From an optimization exercise on the open Yosys and OpenROAD flow, aimed at small area, a short achievable clock period and few clock cycles per item; shortcuts taken in it are not production practice.

==> inputs of run a <==
==> flow/design.v <==
module SystolicArrayAxiWrapper(
    input axi_clk,
    input axi_rst_n,
    input s_axis_valid,
    input [47:0] s_axis_data,
    output s_axis_ready,
    output m_axis_valid,
    output [143:0] m_axis_data,
    input m_axis_ready
);
logic ovalid;    
logic [15:0] acc [0:8];
logic [2:0] cy [0:8];
logic [1:0]  beat_in;   
logic        v1;        
logic        first, last;    
logic [47:0] d;
wire stall = first && ovalid && !m_axis_ready;
wire go = v1 && !stall;
assign s_axis_ready = !(v1 && stall);
assign m_axis_valid = ovalid;
wire fire = s_axis_valid && s_axis_ready;
always_ff @(posedge axi_clk) begin
    if (!axi_rst_n) begin
        beat_in <= 2'd0;
        v1 <= 1'b0;
        ovalid <= 1'b0;
    end else begin
        if (fire) beat_in <= (beat_in == 2'd2) ? 2'd0 : beat_in + 2'd1;
        if (s_axis_ready) v1 <= s_axis_valid;
        if (go && last) ovalid <= 1'b1;
        else if (m_axis_ready) ovalid <= 1'b0;
    end
end
always_ff @(posedge axi_clk) begin
    if (s_axis_ready) begin
        d <= s_axis_data;
        first <= (beat_in == 2'd0);
        last <= (beat_in == 2'd2);
    end
end
wire gate = 1'b1;
wire clr = first;
logic [3:0] one [0:2], two [0:2], neg [0:2];
genvar j, r;
generate
    for (j = 0; j < 3; j++) begin : g_enc
        wire [8:0] b = {s_axis_data[24 + 8*j +: 8], 1'b0};
        for (r = 0; r < 4; r++) begin : g_dig
            wire one_d = b[2*r+1] ^ b[2*r];
            wire two_d = (b[2*r+2] & ~b[2*r+1] & ~b[2*r]) | (~b[2*r+2] & b[2*r+1] & b[2*r]);
            wire neg_d = b[2*r+2];
            always_ff @(posedge axi_clk) begin
                if (s_axis_ready) begin
                    one[j][r] <= one_d;
                    two[j][r] <= two_d;
                    neg[j][r] <= neg_d;
                end
            end
        end
    end
endgenerate
genvar i, jj;
generate
    for (i = 0; i < 3; i++) begin : g_row
        for (jj = 0; jj < 3; jj++) begin : g_col
            wire [15:0] sum;
            wire [2:0] cout;
            wire [15:0] start = clr ? 16'h0100 : acc[3*i+jj];
            Mac u_mac (.a(d[8*i +: 8]), .one(one[jj]), .two(two[jj]), .neg(neg[jj]), .act(gate), .acc(start), .cin(clr ? 3'd0 : cy[3*i+jj]), .cout(cout), .sum(sum));
            always_ff @(posedge axi_clk) if (go) cy[3*i+jj] <= cout;
            always_ff @(posedge axi_clk) if (go) acc[3*i+jj] <= sum;
            assign m_axis_data[16*(3*i+jj) +: 16] = acc[3*i+jj] + {1'b0, 1'b0, 1'b0, cy[3*i+jj][2], 1'b0, 1'b0, 1'b0, cy[3*i+jj][1], 1'b0, 1'b0, 1'b0, cy[3*i+jj][0], 1'b0, 1'b0, 1'b0, 1'b0};
        end
    end
endgenerate
endmodule
module Mac(
    input [7:0] a,
    input [3:0] one, two, neg,
    input act,
    input [15:0] acc,
    input [2:0] cin,
    output [2:0] cout,
    output [15:0] sum
);
    wire p0 = (one[0] & a[0]) ^ neg[0];
    wire p1 = ((one[0] & a[1]) | (two[0] & a[0])) ^ neg[0];
    wire p2 = ((one[0] & a[2]) | (two[0] & a[1])) ^ neg[0];
    wire p3 = ((one[0] & a[3]) | (two[0] & a[2])) ^ neg[0];
    wire p4 = ((one[0] & a[4]) | (two[0] & a[3])) ^ neg[0];
    wire p5 = ((one[0] & a[5]) | (two[0] & a[4])) ^ neg[0];
    wire p6 = ((one[0] & a[6]) | (two[0] & a[5])) ^ neg[0];
    wire p7 = ((one[0] & a[7]) | (two[0] & a[6])) ^ neg[0];
    wire p8 = ((one[0] & a[7]) | (two[0] & a[7])) ^ neg[0];
    wire p9 = ~p8 & act;
    wire p10 = (one[1] & a[0]) ^ neg[1];
    wire p11 = ((one[1] & a[1]) | (two[1] & a[0])) ^ neg[1];
    wire p12 = ((one[1] & a[2]) | (two[1] & a[1])) ^ neg[1];
    wire p13 = ((one[1] & a[3]) | (two[1] & a[2])) ^ neg[1];
    wire p14 = ((one[1] & a[4]) | (two[1] & a[3])) ^ neg[1];
    wire p15 = ((one[1] & a[5]) | (two[1] & a[4])) ^ neg[1];
    wire p16 = ((one[1] & a[6]) | (two[1] & a[5])) ^ neg[1];
    wire p17 = ((one[1] & a[7]) | (two[1] & a[6])) ^ neg[1];
    wire p18 = ((one[1] & a[7]) | (two[1] & a[7])) ^ neg[1];
    wire p19 = ~p18 & act;
    wire p20 = (one[2] & a[0]) ^ neg[2];
    wire p21 = ((one[2] & a[1]) | (two[2] & a[0])) ^ neg[2];
    wire p22 = ((one[2] & a[2]) | (two[2] & a[1])) ^ neg[2];
    wire p23 = ((one[2] & a[3]) | (two[2] & a[2])) ^ neg[2];
    wire p24 = ((one[2] & a[4]) | (two[2] & a[3])) ^ neg[2];
    wire p25 = ((one[2] & a[5]) | (two[2] & a[4])) ^ neg[2];
    wire p26 = ((one[2] & a[6]) | (two[2] & a[5])) ^ neg[2];
    wire p27 = ((one[2] & a[7]) | (two[2] & a[6])) ^ neg[2];
    wire p28 = ((one[2] & a[7]) | (two[2] & a[7])) ^ neg[2];
    wire p29 = ~p28 & act;
    wire p30 = (one[3] & a[0]) ^ neg[3];
    wire p31 = ((one[3] & a[1]) | (two[3] & a[0])) ^ neg[3];
    wire p32 = ((one[3] & a[2]) | (two[3] & a[1])) ^ neg[3];
    wire p33 = ((one[3] & a[3]) | (two[3] & a[2])) ^ neg[3];
    wire p34 = ((one[3] & a[4]) | (two[3] & a[3])) ^ neg[3];
    wire p35 = ((one[3] & a[5]) | (two[3] & a[4])) ^ neg[3];
    wire p36 = ((one[3] & a[6]) | (two[3] & a[5])) ^ neg[3];
    wire p37 = ((one[3] & a[7]) | (two[3] & a[6])) ^ neg[3];
    wire p38 = ((one[3] & a[7]) | (two[3] & a[7])) ^ neg[3];
    wire p39 = ~p38 & act;
    wire s40 = neg[2] ^ p12 ^ p20;
    wire c41 = (neg[2] & p12) | (neg[2] & p20) | (p12 & p20);
    wire s42 = p13 ^ p21;
    wire c43 = p13 & p21;
    wire s44 = neg[3] ^ p14 ^ p22;
    wire c45 = (neg[3] & p14) | (neg[3] & p22) | (p14 & p22);
    wire s46 = p30 ^ p6;
    wire c47 = p30 & p6;
    wire s48 = p15 ^ p23 ^ p31;
    wire c49 = (p15 & p23) | (p15 & p31) | (p23 & p31);
    wire s50 = p7 ^ acc[7];
    wire c51 = p7 & acc[7];
    wire s52 = p16 ^ p24 ^ p32;
    wire c53 = (p16 & p24) | (p16 & p32) | (p24 & p32);
    wire s54 = p9 ^ acc[8] ^ cin[1];
    wire c55 = (p9 & acc[8]) | (p9 & cin[1]) | (acc[8] & cin[1]);
    wire s56 = p17 ^ p25 ^ p33;
    wire c57 = (p17 & p25) | (p17 & p33) | (p25 & p33);
    wire s58 = p19 ^ p26;
    wire c59 = p19 & p26;
    wire s60 = neg[1] ^ p10;
    wire c61 = neg[1] & p10;
    wire s62 = p11 ^ p3;
    wire c63 = p11 & p3;
    wire s64 = p4 ^ s40 ^ acc[4];
    wire c65 = (p4 & s40) | (p4 & acc[4]) | (s40 & acc[4]);
    wire s66 = p5 ^ s42 ^ c41;
    wire c67 = (p5 & s42) | (p5 & c41) | (s42 & c41);
    wire s68 = c43 ^ s46 ^ s44;
    wire c69 = (c43 & s46) | (c43 & s44) | (s46 & s44);
    wire s70 = c47 ^ c45 ^ s48;
    wire c71 = (c47 & c45) | (c47 & s48) | (c45 & s48);
    wire s72 = c49 ^ s52 ^ c51;
    wire c73 = (c49 & s52) | (c49 & c51) | (s52 & c51);
    wire s74 = c53 ^ s56 ^ acc[9];
    wire c75 = (c53 & s56) | (c53 & acc[9]) | (s56 & acc[9]);
    wire s76 = p34 ^ s58 ^ c57;
    wire c77 = (p34 & s58) | (p34 & c57) | (s58 & c57);
    wire s78 = p27 ^ p35 ^ c59;
    wire c79 = (p27 & p35) | (p27 & c59) | (p35 & c59);
    wire s80 = p29 ^ p36 ^ acc[12];
    wire c81 = (p29 & p36) | (p29 & acc[12]) | (p36 & acc[12]);
    wire s82 = neg[0] ^ p0;
    wire c83 = neg[0] & p0;
    wire s84 = p1 ^ acc[1];
    wire c85 = p1 & acc[1];
    wire s86 = p2 ^ s60 ^ acc[2];
    wire c87 = (p2 & s60) | (p2 & acc[2]) | (s60 & acc[2]);
    wire s88 = c61 ^ s62 ^ acc[3];
    wire c89 = (c61 & s62) | (c61 & acc[3]) | (s62 & acc[3]);
    wire s90 = c63 ^ cin[0] ^ s64;
    wire c91 = (c63 & cin[0]) | (c63 & s64) | (cin[0] & s64);
    wire s92 = s66 ^ acc[5] ^ c65;
    wire c93 = (s66 & acc[5]) | (s66 & c65) | (acc[5] & c65);
    wire s94 = c67 ^ s68 ^ acc[6];
    wire c95 = (c67 & s68) | (c67 & acc[6]) | (s68 & acc[6]);
    wire s96 = c69 ^ s70 ^ s50;
    wire c97 = (c69 & s70) | (c69 & s50) | (s70 & s50);
    wire s98 = c71 ^ s54 ^ s72;
    wire c99 = (c71 & s54) | (c71 & s72) | (s54 & s72);
    wire s100 = c55 ^ s74 ^ c73;
    wire c101 = (c55 & s74) | (c55 & c73) | (s74 & c73);
    wire s102 = s76 ^ acc[10] ^ c75;
    wire c103 = (s76 & acc[10]) | (s76 & c75) | (acc[10] & c75);
    wire s104 = s78 ^ c77 ^ acc[11];
    wire c105 = (s78 & c77) | (s78 & acc[11]) | (c77 & acc[11]);
    wire s106 = c79 ^ cin[2] ^ s80;
    wire c107 = (c79 & cin[2]) | (c79 & s80) | (cin[2] & s80);
    wire s108 = p37 ^ acc[13] ^ c81;
    wire c109 = (p37 & acc[13]) | (p37 & c81) | (acc[13] & c81);
    wire s110 = p39 ^ acc[14];
    wire c111 = p39 & acc[14];
    wire [15:0] rx = {acc[15], s110, c107, c105, s104, s102, c99, c97, c95, s94, c91, c89, c87, c85, c83, s82};
    wire [15:0] ry = {c111, c109, s108, s106, c103, c101, s100, s98, s96, c93, s92, s90, s88, s86, s84, acc[0]};
    assign {cout[0], sum[3:0]} = rx[3:0] + ry[3:0];
    assign {cout[1], sum[7:4]} = rx[7:4] + ry[7:4];
    assign {cout[2], sum[11:8]} = rx[11:8] + ry[11:8];
    assign sum[15:12] = rx[15:12] + ry[15:12];
endmodule
==> flow/run.sh <==
#!/bin/bash
# synth_recipe.tcl (not shown) runs the flow's synth.tcl, then flattens the netlist and writes it again
# the make line also repeats each setting of config.mk as NAME=value (left out here)
make -C /OpenROAD-flow-scripts/flow DESIGN_CONFIG=/design/flow/config.mk WORK_HOME=/design/flow/orfs CLKGATE_MAP_FILE= SYNTH_SCRIPT=/design/flow/synth_recipe.tcl finish
==> flow/config.mk <==
export PLATFORM = sky130hd
export DESIGN_NAME = SystolicArrayAxiWrapper
export DESIGN_NICKNAME = SystolicArrayAxiWrapper
export VERILOG_FILES = /design/flow/design.v
export SDC_FILE = /design/flow/constraint.sdc
export NUM_CORES = 4
export LEC_CHECK = 0
export CAP_MARGIN = 20
export CORE_MARGIN = 2
export CORE_UTILIZATION = 40
export SETUP_SLACK_MARGIN = 2.6
export SLEW_MARGIN = 20
==> flow/constraint.sdc <==
create_clock -name core_clock -period 6.5 [get_ports {axi_clk}]
set_input_delay 1.3000 -clock core_clock [delete_from_list [all_inputs] [get_ports {axi_clk}]]
set_output_delay 1.3000 -clock core_clock [all_outputs]
set_load 0.01 [all_outputs]
==> run b (differences from run a) <==
==> flow/design.v, changed modules only <==
module SystolicArrayAxiWrapper(
    input axi_clk,
    input axi_rst_n,
    input s_axis_valid,
    input [47:0] s_axis_data,
    output s_axis_ready,
    output m_axis_valid,
    output [143:0] m_axis_data,
    input m_axis_ready
);
logic ovalid;    
logic [15:0] acc [0:8];
logic cy [0:8];
logic [1:0]  beat_in;   
logic        v1;        
logic        first, last;    
logic [47:0] d;
wire stall = first && ovalid && !m_axis_ready;
wire go = v1 && !stall;
assign s_axis_ready = !(v1 && stall);
assign m_axis_valid = ovalid;
wire fire = s_axis_valid && s_axis_ready;
always_ff @(posedge axi_clk) begin
    if (!axi_rst_n) begin
        beat_in <= 2'd0;
        v1 <= 1'b0;
        ovalid <= 1'b0;
    end else begin
        if (fire) beat_in <= (beat_in == 2'd2) ? 2'd0 : beat_in + 2'd1;
        if (s_axis_ready) v1 <= s_axis_valid;
        if (go && last) ovalid <= 1'b1;
        else if (m_axis_ready) ovalid <= 1'b0;
    end
end
always_ff @(posedge axi_clk) begin
    if (s_axis_ready) begin
        d <= s_axis_data;
        first <= (beat_in == 2'd0);
        last <= (beat_in == 2'd2);
    end
end
wire gate = 1'b1;
wire clr = first;
logic [3:0] one [0:2], two [0:2], neg [0:2];
genvar j, r;
generate
    for (j = 0; j < 3; j++) begin : g_enc
        wire [8:0] b = {s_axis_data[24 + 8*j +: 8], 1'b0};
        for (r = 0; r < 4; r++) begin : g_dig
            wire one_d = b[2*r+1] ^ b[2*r];
            wire two_d = (b[2*r+2] & ~b[2*r+1] & ~b[2*r]) | (~b[2*r+2] & b[2*r+1] & b[2*r]);
            wire neg_d = b[2*r+2];
            always_ff @(posedge axi_clk) begin
                if (s_axis_ready) begin
                    one[j][r] <= one_d;
                    two[j][r] <= two_d;
                    neg[j][r] <= neg_d;
                end
            end
        end
    end
endgenerate
genvar i, jj;
generate
    for (i = 0; i < 3; i++) begin : g_row
        for (jj = 0; jj < 3; jj++) begin : g_col
            wire [15:0] sum;
            wire cout;
            wire [15:0] start = clr ? 16'h0100 : acc[3*i+jj];
            Mac u_mac (.a(d[8*i +: 8]), .one(one[jj]), .two(two[jj]), .neg(neg[jj]), .act(gate), .acc(start), .cin(!clr && cy[3*i+jj]), .cout(cout), .sum(sum));
            always_ff @(posedge axi_clk) if (go) cy[3*i+jj] <= cout;
            always_ff @(posedge axi_clk) if (go) acc[3*i+jj] <= sum;
            assign m_axis_data[16*(3*i+jj) +: 16] = {acc[3*i+jj][15:8] + 8'(cy[3*i+jj]), acc[3*i+jj][7:0]};
        end
    end
endgenerate
endmodule
module Mac(
    input [7:0] a,
    input [3:0] one, two, neg,
    input act,
    input [15:0] acc,
    input cin,
    output cout,
    output [15:0] sum
);
    wire p0 = (one[0] & a[0]) ^ neg[0];
    wire p1 = ((one[0] & a[1]) | (two[0] & a[0])) ^ neg[0];
    wire p2 = ((one[0] & a[2]) | (two[0] & a[1])) ^ neg[0];
    wire p3 = ((one[0] & a[3]) | (two[0] & a[2])) ^ neg[0];
    wire p4 = ((one[0] & a[4]) | (two[0] & a[3])) ^ neg[0];
    wire p5 = ((one[0] & a[5]) | (two[0] & a[4])) ^ neg[0];
    wire p6 = ((one[0] & a[6]) | (two[0] & a[5])) ^ neg[0];
    wire p7 = ((one[0] & a[7]) | (two[0] & a[6])) ^ neg[0];
    wire p8 = ((one[0] & a[7]) | (two[0] & a[7])) ^ neg[0];
    wire p9 = ~p8 & act;
    wire p10 = (one[1] & a[0]) ^ neg[1];
    wire p11 = ((one[1] & a[1]) | (two[1] & a[0])) ^ neg[1];
    wire p12 = ((one[1] & a[2]) | (two[1] & a[1])) ^ neg[1];
    wire p13 = ((one[1] & a[3]) | (two[1] & a[2])) ^ neg[1];
    wire p14 = ((one[1] & a[4]) | (two[1] & a[3])) ^ neg[1];
    wire p15 = ((one[1] & a[5]) | (two[1] & a[4])) ^ neg[1];
    wire p16 = ((one[1] & a[6]) | (two[1] & a[5])) ^ neg[1];
    wire p17 = ((one[1] & a[7]) | (two[1] & a[6])) ^ neg[1];
    wire p18 = ((one[1] & a[7]) | (two[1] & a[7])) ^ neg[1];
    wire p19 = ~p18 & act;
    wire p20 = (one[2] & a[0]) ^ neg[2];
    wire p21 = ((one[2] & a[1]) | (two[2] & a[0])) ^ neg[2];
    wire p22 = ((one[2] & a[2]) | (two[2] & a[1])) ^ neg[2];
    wire p23 = ((one[2] & a[3]) | (two[2] & a[2])) ^ neg[2];
    wire p24 = ((one[2] & a[4]) | (two[2] & a[3])) ^ neg[2];
    wire p25 = ((one[2] & a[5]) | (two[2] & a[4])) ^ neg[2];
    wire p26 = ((one[2] & a[6]) | (two[2] & a[5])) ^ neg[2];
    wire p27 = ((one[2] & a[7]) | (two[2] & a[6])) ^ neg[2];
    wire p28 = ((one[2] & a[7]) | (two[2] & a[7])) ^ neg[2];
    wire p29 = ~p28 & act;
    wire p30 = (one[3] & a[0]) ^ neg[3];
    wire p31 = ((one[3] & a[1]) | (two[3] & a[0])) ^ neg[3];
    wire p32 = ((one[3] & a[2]) | (two[3] & a[1])) ^ neg[3];
    wire p33 = ((one[3] & a[3]) | (two[3] & a[2])) ^ neg[3];
    wire p34 = ((one[3] & a[4]) | (two[3] & a[3])) ^ neg[3];
    wire p35 = ((one[3] & a[5]) | (two[3] & a[4])) ^ neg[3];
    wire p36 = ((one[3] & a[6]) | (two[3] & a[5])) ^ neg[3];
    wire p37 = ((one[3] & a[7]) | (two[3] & a[6])) ^ neg[3];
    wire p38 = ((one[3] & a[7]) | (two[3] & a[7])) ^ neg[3];
    wire p39 = ~p38 & act;
    wire s40 = neg[2] ^ p12;
    wire c41 = neg[2] & p12;
    wire s42 = p13 ^ p21;
    wire c43 = p13 & p21;
    wire s44 = neg[3] ^ p14 ^ p22;
    wire c45 = (neg[3] & p14) | (neg[3] & p22) | (p14 & p22);
    wire s46 = p30 ^ p6;
    wire c47 = p30 & p6;
    wire s48 = p15 ^ p23 ^ p31;
    wire c49 = (p15 & p23) | (p15 & p31) | (p23 & p31);
    wire s50 = p7 ^ acc[7];
    wire c51 = p7 & acc[7];
    wire s52 = p16 ^ p24 ^ p32;
    wire c53 = (p16 & p24) | (p16 & p32) | (p24 & p32);
    wire s54 = p9 ^ acc[8] ^ cin;
    wire c55 = (p9 & acc[8]) | (p9 & cin) | (acc[8] & cin);
    wire s56 = p17 ^ p25 ^ p33;
    wire c57 = (p17 & p25) | (p17 & p33) | (p25 & p33);
    wire s58 = p19 ^ p26;
    wire c59 = p19 & p26;
    wire s60 = neg[1] ^ p10;
    wire c61 = neg[1] & p10;
    wire s62 = p11 ^ p3;
    wire c63 = p11 & p3;
    wire s64 = p20 ^ p4 ^ s40;
    wire c65 = (p20 & p4) | (p20 & s40) | (p4 & s40);
    wire s66 = p5 ^ c41 ^ s42;
    wire c67 = (p5 & c41) | (p5 & s42) | (c41 & s42);
    wire s68 = c43 ^ s46 ^ s44;
    wire c69 = (c43 & s46) | (c43 & s44) | (s46 & s44);
    wire s70 = c47 ^ c45 ^ s48;
    wire c71 = (c47 & c45) | (c47 & s48) | (c45 & s48);
    wire s72 = c49 ^ s52 ^ c51;
    wire c73 = (c49 & s52) | (c49 & c51) | (s52 & c51);
    wire s74 = c53 ^ s56 ^ acc[9];
    wire c75 = (c53 & s56) | (c53 & acc[9]) | (s56 & acc[9]);
    wire s76 = p34 ^ s58 ^ c57;
    wire c77 = (p34 & s58) | (p34 & c57) | (s58 & c57);
    wire s78 = p27 ^ p35 ^ c59;
    wire c79 = (p27 & p35) | (p27 & c59) | (p35 & c59);
    wire s80 = p29 ^ p36;
    wire c81 = p29 & p36;
    wire s82 = neg[0] ^ p0;
    wire c83 = neg[0] & p0;
    wire s84 = p1 ^ acc[1];
    wire c85 = p1 & acc[1];
    wire s86 = p2 ^ s60 ^ acc[2];
    wire c87 = (p2 & s60) | (p2 & acc[2]) | (s60 & acc[2]);
    wire s88 = c61 ^ s62 ^ acc[3];
    wire c89 = (c61 & s62) | (c61 & acc[3]) | (s62 & acc[3]);
    wire s90 = c63 ^ acc[4] ^ s64;
    wire c91 = (c63 & acc[4]) | (c63 & s64) | (acc[4] & s64);
    wire s92 = acc[5] ^ c65 ^ s66;
    wire c93 = (acc[5] & c65) | (acc[5] & s66) | (c65 & s66);
    wire s94 = acc[6] ^ c67 ^ s68;
    wire c95 = (acc[6] & c67) | (acc[6] & s68) | (c67 & s68);
    wire s96 = c69 ^ s70 ^ s50;
    wire c97 = (c69 & s70) | (c69 & s50) | (s70 & s50);
    wire s98 = c71 ^ s54 ^ s72;
    wire c99 = (c71 & s54) | (c71 & s72) | (s54 & s72);
    wire s100 = c55 ^ s74 ^ c73;
    wire c101 = (c55 & s74) | (c55 & c73) | (s74 & c73);
    wire s102 = acc[10] ^ s76 ^ c75;
    wire c103 = (acc[10] & s76) | (acc[10] & c75) | (s76 & c75);
    wire s104 = acc[11] ^ s78 ^ c77;
    wire c105 = (acc[11] & s78) | (acc[11] & c77) | (s78 & c77);
    wire s106 = s80 ^ c79 ^ acc[12];
    wire c107 = (s80 & c79) | (s80 & acc[12]) | (c79 & acc[12]);
    wire s108 = p37 ^ c81 ^ acc[13];
    wire c109 = (p37 & c81) | (p37 & acc[13]) | (c81 & acc[13]);
    wire s110 = p39 ^ acc[14];
    wire c111 = p39 & acc[14];
    wire [15:0] rx = {acc[15], s110, c107, s106, s104, s102, c99, c97, c95, c93, c91, c89, c87, c85, c83, s82};
    wire [15:0] ry = {c111, c109, s108, c105, c103, c101, s100, s98, s96, s94, s92, s90, s88, s86, s84, acc[0]};
    assign {cout, sum[7:0]} = rx[7:0] + ry[7:0];
    assign sum[15:8] = rx[15:8] + ry[15:8];
endmodule
==> out/results.ini <==
[run_status]
outcome = no timing/DRC/antenna violations

[logic_synthesis]
synth_area_leaders = edfxtp_1, fa_1, ha_1

[routing]
m1WireLength_mm = 32.9
vias = 21500

[clock_network]
clock_sinks = 219

[finish]
clkCellAreaFrac_pct = 2.79
buffers = 524

[critical_path]
critPathMaxFanout = 3
crit_path_cell_trace = buf_6 -> buf_4 -> a22oi_2 -> xnor2_1 -> fa_1 -> inv_1 -> fa_1 -> inv_1 -> fa_2 -> ha_4 -> inv_2 -> fa_2 -> nor2b_4 -> o21ai_2 -> a21boi_2 -> nor4_1 -> a311o_1
ff2ff_path_depth = 17

[placement]
dp.cells = 3693

-- figures above: run b

==> out/results.ini <==
[sta]
fin_crit_ns = 3.81
slew_headroom_pct = 33.2

[routing]
m1WireLength_mm = 34.2
vias = 21600

[clock_network]
clock_sinks = 237

[finish]
seq_share_pct = 20.9
buffers = 363
regMostFlops = acc
clkCellAreaFrac_pct = 3.21
layout.cells.non_filler = 3958

[die]
start_util_pct = 40.3

[logic_synthesis]
synth_area_leaders = edfxtp_1, fa_1, ha_1

[critical_path]
critPathMaxFanout = 7
crit_path_cell_trace = buf_12 -> a22oi_1 -> xnor2_1 -> fa_1 -> fa_1 -> inv_1 -> fa_1 -> inv_1 -> ha_1 -> inv_1 -> fa_2 -> nor2b_1 -> o21ai_0 -> nand2b_1
ff2ff_path_depth = 14

[run_status]
outcome = no timing/DRC/antenna violations

-- figures above: run a

Function was not checked in any run of this note: the RTL went through the layout flow alone.

afterwards: timing with drivers on the ports:
Ports are ideal in the flow. The routed layouts listed here were re-timed in OpenROAD. Step 1, drivers: a clkbuf_16 drives axi_clk and a buf_2 each remaining input, both assumed. Step 2 also shifts input and output timing later by t, the mid clock arrival at the registers, as if the neighbouring blocks saw the same clock. Three values: ideal, step 1, step 2; two values: the first two.
| run | t, ns | slack for setup (ns) | pins driven straight from the clock port |
|---|---|---|---|
| run a | 0.656 | 2.689 / 2.638 / 2.689 | 1 |
| run b | 0.663 | 2.317 / 2.317 / 2.317 | 1 |
After both steps setup and hold are still met in every run listed.
